Context: an optimization exercise on an open-source flow, tuned for small area. The choices shown serve that exercise and are no tape-out recipe.
Function was checked by simulation only, so behaviour that the tests miss may differ from the original.
Power figures rest on the tool's default switching activity, not on a simulated workload.

Design control, start of the top module:
module control (clk,sys_rst,rst_button,game_mode1_button,game_mode2_button,led,buttons,an,seg);
Size: ~540 cells after synthesis, roughly 48 I/O pins, about 4300 um2 of cells after synthesis.
Settings: LEC_CHECK=0, ABC_AREA=1, ABC_CLOCK_PERIOD_IN_PS=16000, CAP_MARGIN=20, CORE_MARGIN=2, CORE_UTILIZATION=40, SLEW_MARGIN=20; clock period 16.0 ns.
standard.sh (not shown) runs the stock make flow with config.mk's settings and CLKGATE_MAP_FILE= SYNTH_SCRIPT=/design/flow/synth_recipe.tcl, a recipe that flattens the netlist after the stock synthesis.
==> flow/flow/run.sh <==
#!/bin/bash
# Own layout flow: the standard ORFS flow with
#  - the standard synthesis script, except that adders are not pre-mapped to
#    ha/fa cells and ABC maps the logic with an area-oriented script
#    (flow/abc_area.script); the registers are inferred exactly as in the
#    standard synthesis, which runs the same passes up to technology mapping;
#  - minimum-size port buffers (every input and output port still gets one);
#  - CTS without dummy loads.
# Each tool's output goes to the ORFS logs under orfs/logs/, and make's output
# to flow_make.log in the work folder.
set -euo pipefail
WORK=$(pwd)
SCR=$WORK/mysynth
mkdir -p "$SCR"

# synthesis script: synth_recipe.tcl with a copy of ORFS's synth.tcl
sed -e 's|^  log_cmd abc {\*}\$abc_args$|  set abc_args [lreplace $abc_args 1 1 $::env(OWN_ABC_SCRIPT)]\n  log_cmd abc {*}$abc_args|' \
    -e 's|\[dont_use_adder_kinds\] ne "none"$|[dont_use_adder_kinds] ne "none" \&\& 0|' \
    "$FLOW_HOME/scripts/synth.tcl" > "$SCR/synth.tcl"
grep -q 'OWN_ABC_SCRIPT' "$SCR/synth.tcl"
grep -q 'ne "none" && 0' "$SCR/synth.tcl"
sed -e "s|source \$::env(SCRIPTS_DIR)/synth.tcl|source $SCR/synth.tcl|" synth_recipe.tcl > "$SCR/synth_recipe.tcl"
grep -q "source $SCR/synth.tcl" "$SCR/synth_recipe.tcl"

export OWN_ABC_SCRIPT=$WORK/flow/abc_area.script
export BUFFER_PORTS_ARGS="-buffer_cell sky130_fd_sc_hd__buf_1"
export CTS_ARGS="-sink_clustering_enable -repair_clock_nets -dont_use_dummy_load"

make -C "$FLOW_HOME" DESIGN_CONFIG="$WORK/config.mk" WORK_HOME="$WORK/orfs" CLKGATE_MAP_FILE= \
    SYNTH_SCRIPT="$SCR/synth_recipe.tcl" finish > "$WORK/flow_make.log" 2>&1

RES=$WORK/orfs/results/$FLOW_PLATFORM/control/base
: # left out here: write the final layout as DEF
==> flow/flow/abc_area.script <==
strash
&get -n
&deepsyn -T 20
&put
strash
&get -n
&dch -f
&nf -R 1000
&put
The first run passed the timing, DRC and antenna checks.
Change:
--- a/flow/flow/run.sh
+++ b/flow/flow/run.sh
@@ -26,3 +26,3 @@
 export BUFFER_PORTS_ARGS="-buffer_cell sky130_fd_sc_hd__buf_1"
-export CTS_ARGS="-sink_clustering_enable -repair_clock_nets -dont_use_dummy_load"
+export CTS_ARGS="-repair_clock_nets -dont_use_dummy_load -buf_list {sky130_fd_sc_hd__clkbuf_8 sky130_fd_sc_hd__clkbuf_16}"
 
==> flow/flow/abc_area.script (replaced) <==
strash
&get -n
&deepsyn -I 4 -T 60
&put
strash
&get -n
&dch -f
&nf -R 1000
&put
- final cell count went down by about 3.2%
- power went down by 16%
- utilization went up by 0.99 points
- non-clock buffer count does not change
- wire length went down by 8.8%
- synthesized area went down by about 0.6%
- sequential cell count is unchanged
- die area went down by about 0.56%
- sequential power went down by 7.8%
- setup slack is worse by 0.042 ns
Change:
--- a/flow/flow/run.sh
+++ b/flow/flow/run.sh
@@ -26,3 +26,3 @@
 export BUFFER_PORTS_ARGS="-buffer_cell sky130_fd_sc_hd__buf_1"
-export CTS_ARGS="-repair_clock_nets -dont_use_dummy_load -buf_list {sky130_fd_sc_hd__clkbuf_8 sky130_fd_sc_hd__clkbuf_16}"
+export CTS_ARGS="-sink_clustering_enable -repair_clock_nets -dont_use_dummy_load -buf_list sky130_fd_sc_hd__clkbuf_16 -sink_clustering_size 100 -sink_clustering_max_diameter 500"
 
The new run completed with no timing, DRC or antenna violations.
Wire length went down by 1.6%.
Via count went up by 0.42%.
Count of clock-buffer cells in the layout stays the same.
Area after synthesis does not change.

==> port drivers added, routing unchanged <==
No port has a modelled driver above. Below, the same layouts with a new extraction and two added sets of constraints. Step 1, drivers: a clkbuf_16 drives clk and a buf_2 each remaining input, both assumed. Step 2 also shifts input and output timing later by t, the mid clock arrival at the registers, as if the neighbouring blocks saw the same clock. Slacks: no drivers / after step 1 / after step 2; pairs: no drivers / after step 1.
run | t, ns | slack for setup (ns) | hold slack, ns | worst data-port slew with drivers (ns) | cell pins on the clock port's net
the first run | 0.378 | 7.932 / 7.932 / 7.932 | 0.466 / 0.466 / 0.466 | 0.03 | 1
the second run | 0.376 | 7.890 / 7.890 / 7.890 | 0.450 / 0.450 / 0.450 | 0.03 | 1
the third run | 0.359 | 7.884 / 7.884 / 7.884 | 0.444 / 0.444 / 0.444 | 0.03 | 1
After both steps every run listed still meets setup and hold.
